Source: an optimization exercise on an open RTL-to-GDS flow (aim: small area). Production flows keep margins and buffers that such runs may drop. RTL that was checked went through simulation tests only; none was proved equivalent to the original. No activity file was given, so power comes from the tool's default toggle rates.

== trial 66 ==
==> module iq_to_fifo_shifted, before the edit <==
module iq_to_fifo_shifted #
(
    parameter iq_width = 56
)
(
    input wire axis_aclk,
    input wire aresetn,
    input [7:0] distance,
    input s00_axis_i48_tvalid,
    input [iq_width-1 : 0] s00_axis_i48_tdata,
    input s01_axis_q48_tvalid,
    input [iq_width-1 : 0] s01_axis_q48_tdata,
    input s02_axis_i48_sub_tvalid,
    input [iq_width-1 : 0] s02_axis_i48_sub_tdata,
    input s03_axis_q48_sub_tvalid,
    input [iq_width-1 : 0] s03_axis_q48_sub_tdata,
    input s04_axis_i96_tvalid,
    input [31 : 0] s04_axis_i96_tdata,
    input s05_axis_q96_tvalid,
    input [31 : 0] s05_axis_q96_tdata,
    input wire m00_axis_tready,
    output wire [31 : 0] m00_axis_tdata,
    output wire m00_axis_tlast,
    output reg m00_axis_tvalid
);
reg [iq_width-1:0] rx0i, rx0q, rx1i, rx1q;
reg [31:0] rts0i, rts0q, rts1i, rts1q;
reg busy;           
reg have48, have48s, have96;
reg step_96k;
wire collect = ~busy;
wire ld0 = collect & s00_axis_i48_tvalid;
wire ld2 = collect & s02_axis_i48_sub_tvalid;
wire ld4 = collect & s04_axis_i96_tvalid & ~step_96k;
wire ld6 = collect & s04_axis_i96_tvalid & step_96k;
always @(posedge axis_aclk) begin
    rx0i <= ({iq_width{ld0}} & s00_axis_i48_tdata) | ({iq_width{~ld0}} & rx0i);
    rx0q <= ({iq_width{ld0}} & s01_axis_q48_tdata) | ({iq_width{~ld0}} & rx0q);
    rx1i <= ({iq_width{ld2}} & s02_axis_i48_sub_tdata) | ({iq_width{~ld2}} & rx1i);
    rx1q <= ({iq_width{ld2}} & s03_axis_q48_sub_tdata) | ({iq_width{~ld2}} & rx1q);
    rts0i <= ({32{ld4}} & s04_axis_i96_tdata) | ({32{~ld4}} & rts0i);
    rts0q <= ({32{ld4}} & s05_axis_q96_tdata) | ({32{~ld4}} & rts0q);
    rts1i <= ({32{ld6}} & s04_axis_i96_tdata) | ({32{~ld6}} & rts1i);
    rts1q <= ({32{ld6}} & s05_axis_q96_tdata) | ({32{~ld6}} & rts1q);
end
always @(posedge axis_aclk) begin
    if (aresetn == 0) begin
        busy <= 0;
        m00_axis_tvalid <= 0;
        have48 <= 0;
        have48s <= 0;
        have96 <= 0;
        step_96k <= 0;
    end else if (collect) begin
        if (s00_axis_i48_tvalid) have48 <= 1;
        if (s02_axis_i48_sub_tvalid) have48s <= 1;
        if (s04_axis_i96_tvalid) begin
            step_96k <= ~step_96k;
            if (step_96k) have96 <= 1;
        end
        if (have48 && have48s && have96) busy <= 1;
    end else if (m00_axis_tready) begin
        if (!m00_axis_tvalid)
            m00_axis_tvalid <= 1;
        else if (m00_axis_tlast) begin
            m00_axis_tvalid <= 0;
            busy <= 0;
            have48 <= 0;
            have48s <= 0;
            have96 <= 0;
        end
    end
end
reg [3:0] wsel;
reg hi;
always @(posedge axis_aclk) begin
    if (!m00_axis_tvalid) begin
        wsel <= 4'b0001;
        hi <= 1'b0;
    end else if (m00_axis_tready) begin
        wsel <= {wsel[2:0], wsel[3]};
        if (wsel[3]) hi <= ~hi;
    end
end
assign m00_axis_tlast = hi & wsel[3];
wire [iq_width-1:0] sel56 = ({iq_width{wsel[0]}} & rx0i) | ({iq_width{wsel[1]}} & rx0q) |
                            ({iq_width{wsel[2]}} & rx1i) | ({iq_width{wsel[3]}} & rx1q);
wire c0 = ~distance[7] & ~distance[6] & ~distance[5];
wire c1 = ~distance[7] & ~distance[6] &  distance[5];
wire c2 = ~distance[7] &  distance[6] & ~distance[5];
wire [127:0] p = {40'b0, sel56, 32'b0};
wire [62:0] s5 = ({63{c0}} & p[62:0]) | ({63{c1}} & p[94:32]) | ({63{c2}} & p[126:64]);
wire [3:0] e;
assign e[0] = distance[4:3] == 2'd0;
assign e[1] = distance[4:3] == 2'd1;
assign e[2] = distance[4:3] == 2'd2;
assign e[3] = distance[4:3] == 2'd3;
wire [38:0] s3 = ({39{e[0]}} & s5[38:0]) | ({39{e[1]}} & s5[46:8]) |
                 ({39{e[2]}} & s5[54:16]) | ({39{e[3]}} & s5[62:24]);
wire [3:0] f;
assign f[0] = distance[2:1] == 2'd0;
assign f[1] = distance[2:1] == 2'd1;
assign f[2] = distance[2:1] == 2'd2;
assign f[3] = distance[2:1] == 2'd3;
wire [32:0] s1 = ({33{f[0]}} & s3[32:0]) | ({33{f[1]}} & s3[34:2]) |
                 ({33{f[2]}} & s3[36:4]) | ({33{f[3]}} & s3[38:6]);
wire g0 = ~hi & ~distance[0];
wire g1 = ~hi &  distance[0];
wire [3:0] h = {4{hi}} & wsel;
assign m00_axis_tdata = ({32{g0}} & s1[31:0]) | ({32{g1}} & s1[32:1]) |
                        ({32{h[0]}} & rts0i) | ({32{h[1]}} & rts0q) |
                        ({32{h[2]}} & rts1i) | ({32{h[3]}} & rts1q);
endmodule
==> flow/config.mk <==
export PLATFORM = sky130hd
export DESIGN_NAME = iq_to_fifo_shifted
export DESIGN_NICKNAME = iq_to_fifo_shifted
export VERILOG_FILES = /design/flow/design.v
export SDC_FILE = /design/flow/constraint.sdc
export NUM_CORES = 4
export LEC_CHECK = 0
export CAP_MARGIN = 0
export CORE_MARGIN = 2
export CORE_UTILIZATION = 60
export SLEW_MARGIN = 0
==> flow/constraint.sdc <==
create_clock -name core_clock -period 5.0 [get_ports {axis_aclk}]
set_input_delay 1.0000 -clock core_clock [delete_from_list [all_inputs] [get_ports {axis_aclk}]]
set_output_delay 1.0000 -clock core_clock [all_outputs]
set_load 0.01 [all_outputs]
standard.sh (not shown) runs the stock make flow with config.mk's settings and CLKGATE_MAP_FILE= SYNTH_SCRIPT=/design/flow/synth_recipe.tcl, a recipe that flattens the netlist after the stock synthesis.
==> flow/flow/run.sh <==
#!/bin/bash
# Standard layout (the standard.sh, all steps), with three changes:
#  - synthesis maps the logic with an area-oriented ABC script (abc_area_nf.script);
#    everything else in synthesis is the standard flow's own script;
#  - the port buffers are made from the smallest buffer cell;
#  - clock tree: larger sink clusters driven by clkbuf_16, no dummy loads.
set -euo pipefail
cat standard.sh > standard_sh_copy.log
export AREA_ABC_SCRIPT="$PWD/flow/abc_area_nf.script"
export BUFFER_PORTS_ARGS="-buffer_cell sky130_fd_sc_hd__buf_1"
export CTS_ARGS="-sink_clustering_enable -repair_clock_nets -dont_use_dummy_load -sink_clustering_size 30 -sink_clustering_max_diameter 60 -buf_list sky130_fd_sc_hd__clkbuf_16"
sed "s#SYNTH_SCRIPT=[^ ]*#SYNTH_SCRIPT=$PWD/flow/synth_area.tcl#" standard.sh > standard_area.sh
grep -q "SYNTH_SCRIPT=$PWD/flow/synth_area.tcl" standard_area.sh
bash standard_area.sh > standard.log 2>&1
==> flow/flow/abc_area_nf.script <==
&get -n
&st
&dch -f
&nf -R 1000
&put
strash
dch -f
amap -F 1000 -A 1000
==> flow/flow/synth_area.tcl <==
proc synth {args} { yosys synth -nofsm -noshare {*}$args }
# Map the logic with an area-oriented ABC script instead of ORFS's speed script.
proc abc {args} {
  set i [lsearch -exact $args -script]
  if { $i >= 0 && [string match {*/abc_*.script} [lindex $args [expr {$i + 1}]]] } {
    lset args [expr {$i + 1}] $::env(AREA_ABC_SCRIPT)
  }
  yosys abc {*}$args
}
source $::env(SCRIPTS_DIR)/synth.tcl
# left out here: clear keep_hierarchy, flatten, clean up, hide names made inside functions, write 1_2_yosys.v
Relative to trial 66, the following input files were edited for trial 32:
--- a/flow/design.v
+++ b/flow/design.v
@@ -28,21 +28,25 @@
 reg busy;           
 reg have48, have48s, have96;
 reg step_96k;
 wire collect = ~busy;
-wire ld0 = collect & s00_axis_i48_tvalid;
-wire ld2 = collect & s02_axis_i48_sub_tvalid;
-wire ld4 = collect & s04_axis_i96_tvalid & ~step_96k;
-wire ld6 = collect & s04_axis_i96_tvalid & step_96k;
 always @(posedge axis_aclk) begin
-    rx0i <= ({iq_width{ld0}} & s00_axis_i48_tdata) | ({iq_width{~ld0}} & rx0i);
-    rx0q <= ({iq_width{ld0}} & s01_axis_q48_tdata) | ({iq_width{~ld0}} & rx0q);
-    rx1i <= ({iq_width{ld2}} & s02_axis_i48_sub_tdata) | ({iq_width{~ld2}} & rx1i);
-    rx1q <= ({iq_width{ld2}} & s03_axis_q48_sub_tdata) | ({iq_width{~ld2}} & rx1q);
-    rts0i <= ({32{ld4}} & s04_axis_i96_tdata) | ({32{~ld4}} & rts0i);
-    rts0q <= ({32{ld4}} & s05_axis_q96_tdata) | ({32{~ld4}} & rts0q);
-    rts1i <= ({32{ld6}} & s04_axis_i96_tdata) | ({32{~ld6}} & rts1i);
-    rts1q <= ({32{ld6}} & s05_axis_q96_tdata) | ({32{~ld6}} & rts1q);
+    if (collect && s00_axis_i48_tvalid) begin
+        rx0i <= s00_axis_i48_tdata;
+        rx0q <= s01_axis_q48_tdata;
+    end
+    if (collect && s02_axis_i48_sub_tvalid) begin
+        rx1i <= s02_axis_i48_sub_tdata;
+        rx1q <= s03_axis_q48_sub_tdata;
+    end
+    if (collect && s04_axis_i96_tvalid && !step_96k) begin
+        rts0i <= s04_axis_i96_tdata;
+        rts0q <= s05_axis_q96_tdata;
+    end
+    if (collect && s04_axis_i96_tvalid && step_96k) begin
+        rts1i <= s04_axis_i96_tdata;
+        rts1q <= s05_axis_q96_tdata;
+    end
 end
 always @(posedge axis_aclk) begin
     if (aresetn == 0) begin
         busy <= 0;
Results
- Register share of the cell area: lower on trial 66
- Looking at trial 32 and trial 66, the final worst-path setup slack is a wash.
- Trial 32 against trial 66: core utilization of the finished layout +0.61 points, worst IR drop on VDD lost 0.000047 V, power per standard cell area has increased, number of logic stages on the critical path including buffering lower.
- [compare] base=trial 66 new=trial 32: final-layout non-clock buffer area share went down by 0.25 points, clock network fraction of total power went down by 0.5 points, cell area went down by about 0.9%, clock skew went down by 0.0056 ns.
Function not checked in trial 66: the RTL went through the layout flow alone.

The RTL this note starts from:
==> flow/design.v <==
module iq_to_fifo_shifted #
(
    parameter iq_width = 56
)
(
    input wire axis_aclk,
    input wire aresetn,
    input [7:0] distance,
    input s00_axis_i48_tvalid,
    input [iq_width-1 : 0] s00_axis_i48_tdata,
    input s01_axis_q48_tvalid,
    input [iq_width-1 : 0] s01_axis_q48_tdata,
    input s02_axis_i48_sub_tvalid,
    input [iq_width-1 : 0] s02_axis_i48_sub_tdata,
    input s03_axis_q48_sub_tvalid,
    input [iq_width-1 : 0] s03_axis_q48_sub_tdata,
    input s04_axis_i96_tvalid,
    input [31 : 0] s04_axis_i96_tdata,
    input s05_axis_q96_tvalid,
    input [31 : 0] s05_axis_q96_tdata,
    input wire m00_axis_tready,
    output wire [31 : 0] m00_axis_tdata,
    output wire m00_axis_tlast,
    output reg m00_axis_tvalid
);
reg [iq_width-1:0] rx0i, rx0q, rx1i, rx1q;
reg [31:0] rts0i, rts0q, rts1i, rts1q;
reg busy;           
reg have48, have48s, have96;
reg step_96k;
wire collect = ~busy;
always @(posedge axis_aclk) begin
    if (collect && s00_axis_i48_tvalid) begin
        rx0i <= s00_axis_i48_tdata;
        rx0q <= s01_axis_q48_tdata;
    end
    if (collect && s02_axis_i48_sub_tvalid) begin
        rx1i <= s02_axis_i48_sub_tdata;
        rx1q <= s03_axis_q48_sub_tdata;
    end
    if (collect && s04_axis_i96_tvalid && !step_96k) begin
        rts0i <= s04_axis_i96_tdata;
        rts0q <= s05_axis_q96_tdata;
    end
    if (collect && s04_axis_i96_tvalid && step_96k) begin
        rts1i <= s04_axis_i96_tdata;
        rts1q <= s05_axis_q96_tdata;
    end
end
always @(posedge axis_aclk) begin
    if (aresetn == 0) begin
        busy <= 0;
        m00_axis_tvalid <= 0;
        have48 <= 0;
        have48s <= 0;
        have96 <= 0;
        step_96k <= 0;
    end else if (collect) begin
        if (s00_axis_i48_tvalid) have48 <= 1;
        if (s02_axis_i48_sub_tvalid) have48s <= 1;
        if (s04_axis_i96_tvalid) begin
            step_96k <= ~step_96k;
            if (step_96k) have96 <= 1;
        end
        if (have48 && have48s && have96) busy <= 1;
    end else if (m00_axis_tready) begin
        if (!m00_axis_tvalid)
            m00_axis_tvalid <= 1;
        else if (m00_axis_tlast) begin
            m00_axis_tvalid <= 0;
            busy <= 0;
            have48 <= 0;
            have48s <= 0;
            have96 <= 0;
        end
    end
end
reg [3:0] wsel;
reg hi;
always @(posedge axis_aclk) begin
    if (!m00_axis_tvalid) begin
        wsel <= 4'b0001;
        hi <= 1'b0;
    end else if (m00_axis_tready) begin
        wsel <= {wsel[2:0], wsel[3]};
        if (wsel[3]) hi <= ~hi;
    end
end
assign m00_axis_tlast = hi & wsel[3];
wire [iq_width-1:0] sel56 = ({iq_width{wsel[0]}} & rx0i) | ({iq_width{wsel[1]}} & rx0q) |
                            ({iq_width{wsel[2]}} & rx1i) | ({iq_width{wsel[3]}} & rx1q);
wire c0 = ~distance[7] & ~distance[6] & ~distance[5];
wire c1 = ~distance[7] & ~distance[6] &  distance[5];
wire c2 = ~distance[7] &  distance[6] & ~distance[5];
wire [127:0] p = {40'b0, sel56, 32'b0};
wire [62:0] s5 = ({63{c0}} & p[62:0]) | ({63{c1}} & p[94:32]) | ({63{c2}} & p[126:64]);
wire [3:0] e;
assign e[0] = distance[4:3] == 2'd0;
assign e[1] = distance[4:3] == 2'd1;
assign e[2] = distance[4:3] == 2'd2;
assign e[3] = distance[4:3] == 2'd3;
wire [38:0] s3 = ({39{e[0]}} & s5[38:0]) | ({39{e[1]}} & s5[46:8]) |
                 ({39{e[2]}} & s5[54:16]) | ({39{e[3]}} & s5[62:24]);
wire [3:0] f;
assign f[0] = distance[2:1] == 2'd0;
assign f[1] = distance[2:1] == 2'd1;
assign f[2] = distance[2:1] == 2'd2;
assign f[3] = distance[2:1] == 2'd3;
wire [32:0] s1 = ({33{f[0]}} & s3[32:0]) | ({33{f[1]}} & s3[34:2]) |
                 ({33{f[2]}} & s3[36:4]) | ({33{f[3]}} & s3[38:6]);
wire g0 = ~hi & ~distance[0];
wire g1 = ~hi &  distance[0];
wire [3:0] h = {4{hi}} & wsel;
assign m00_axis_tdata = ({32{g0}} & s1[31:0]) | ({32{g1}} & s1[32:1]) |
                        ({32{h[0]}} & rts0i) | ({32{h[1]}} & rts0q) |
                        ({32{h[2]}} & rts1i) | ({32{h[3]}} & rts1q);
endmodule
==> flow/config.mk <==
export PLATFORM = sky130hd
export DESIGN_NAME = iq_to_fifo_shifted
export DESIGN_NICKNAME = iq_to_fifo_shifted
export VERILOG_FILES = /design/flow/design.v
export SDC_FILE = /design/flow/constraint.sdc
export NUM_CORES = 4
export LEC_CHECK = 0
export CAP_MARGIN = 0
export CORE_MARGIN = 2
export CORE_UTILIZATION = 60
export SLEW_MARGIN = 0
==> flow/constraint.sdc <==
create_clock -name core_clock -period 5.0 [get_ports {axis_aclk}]
set_input_delay 1.0000 -clock core_clock [delete_from_list [all_inputs] [get_ports {axis_aclk}]]
set_output_delay 1.0000 -clock core_clock [all_outputs]
set_load 0.01 [all_outputs]
==> flow/flow/run.sh <==
#!/bin/bash
# Standard layout (standard.sh, all steps), with two changes:
#  - the port buffers are made from the smallest buffer cell;
#  - clock tree: larger sink clusters driven by clkbuf_16, no dummy loads.
cat standard.sh > standard_sh_copy.log
export BUFFER_PORTS_ARGS="-buffer_cell sky130_fd_sc_hd__buf_1"
export CTS_ARGS="-sink_clustering_enable -repair_clock_nets -dont_use_dummy_load -sink_clustering_size 30 -sink_clustering_max_diameter 60 -buf_list sky130_fd_sc_hd__clkbuf_16"
bash standard.sh > standard.log 2>&1
Change:
--- a/flow/design.v
+++ b/flow/design.v
@@ -90,25 +90,28 @@
 wire [iq_width-1:0] sel56 = ({iq_width{wsel[0]}} & rx0i) | ({iq_width{wsel[1]}} & rx0q) |
                             ({iq_width{wsel[2]}} & rx1i) | ({iq_width{wsel[3]}} & rx1q);
-wire c0 = ~distance[7] & ~distance[6] & ~distance[5];
-wire c1 = ~distance[7] & ~distance[6] &  distance[5];
-wire c2 = ~distance[7] &  distance[6] & ~distance[5];
+reg c0, c1, c2, d0;
+reg [3:0] e, f;
+always @(posedge axis_aclk) begin
+    c0 <= ~distance[7] & ~distance[6] & ~distance[5];
+    c1 <= ~distance[7] & ~distance[6] &  distance[5];
+    c2 <= ~distance[7] &  distance[6] & ~distance[5];
+    e[0] <= distance[4:3] == 2'd0;
+    e[1] <= distance[4:3] == 2'd1;
+    e[2] <= distance[4:3] == 2'd2;
+    e[3] <= distance[4:3] == 2'd3;
+    f[0] <= distance[2:1] == 2'd0;
+    f[1] <= distance[2:1] == 2'd1;
+    f[2] <= distance[2:1] == 2'd2;
+    f[3] <= distance[2:1] == 2'd3;
+    d0 <= distance[0];
+end
 wire [127:0] p = {40'b0, sel56, 32'b0};
 wire [62:0] s5 = ({63{c0}} & p[62:0]) | ({63{c1}} & p[94:32]) | ({63{c2}} & p[126:64]);
-wire [3:0] e;
-assign e[0] = distance[4:3] == 2'd0;
-assign e[1] = distance[4:3] == 2'd1;
-assign e[2] = distance[4:3] == 2'd2;
-assign e[3] = distance[4:3] == 2'd3;
 wire [38:0] s3 = ({39{e[0]}} & s5[38:0]) | ({39{e[1]}} & s5[46:8]) |
                  ({39{e[2]}} & s5[54:16]) | ({39{e[3]}} & s5[62:24]);
-wire [3:0] f;
-assign f[0] = distance[2:1] == 2'd0;
-assign f[1] = distance[2:1] == 2'd1;
-assign f[2] = distance[2:1] == 2'd2;
-assign f[3] = distance[2:1] == 2'd3;
 wire [32:0] s1 = ({33{f[0]}} & s3[32:0]) | ({33{f[1]}} & s3[34:2]) |
                  ({33{f[2]}} & s3[36:4]) | ({33{f[3]}} & s3[38:6]);
-wire g0 = ~hi & ~distance[0];
-wire g1 = ~hi &  distance[0];
+wire g0 = ~hi & ~d0;
+wire g1 = ~hi &  d0;
 wire [3:0] h = {4{hi}} & wsel;
 assign m00_axis_tdata = ({32{g0}} & s1[31:0]) | ({32{g1}} & s1[32:1]) |
Result: Utilization falls by 0.97 points. Global-route usage falls by 1.6 points. Cell area rises by 2.0%. Area after synthesis rises by 3.0%. Total power hardly moves. Via count falls by 1.0%.
Only the layout flow was run in the second run of this note; the RTL was not checked for function there.

port drivers added, routing unchanged:
The flow's constraints put no driver on any port. The routed layouts listed below were extracted and timed again, unchanged, in two steps. Step 1, drivers: a clkbuf_16 drives axis_aclk and a buf_2 each remaining input, both assumed. Step 2 also shifts input and output timing later by t, the mid clock arrival at the registers, as if the neighbouring blocks saw the same clock. Three values: no drivers, after step 1, after step 2; two values: the first two.
run	t (ns)	setup WS [ns]	clock arrival spread, ns	slew at the worst register clock pin (ns)
trial 66	0.571	0.134 / 0.083 / 0.385	0.056 / 0.056	0.10 / 0.10
trial 32	0.575	0.137 / 0.087 / 0.247	0.072 / 0.072	0.11 / 0.11
the first run of note 2	0.573	0.119 / 0.071 / 0.071	0.062 / 0.062	0.10 / 0.10
the second run of note 2	0.599	0.064 / 0.013 / 0.613	0.055 / 0.055	0.10 / 0.10
After both steps every run listed still meets setup and hold. The setup slack of the first run of note 2, which loses most, moves by -0.048 ns with the drivers and by -0.048 ns with both steps.
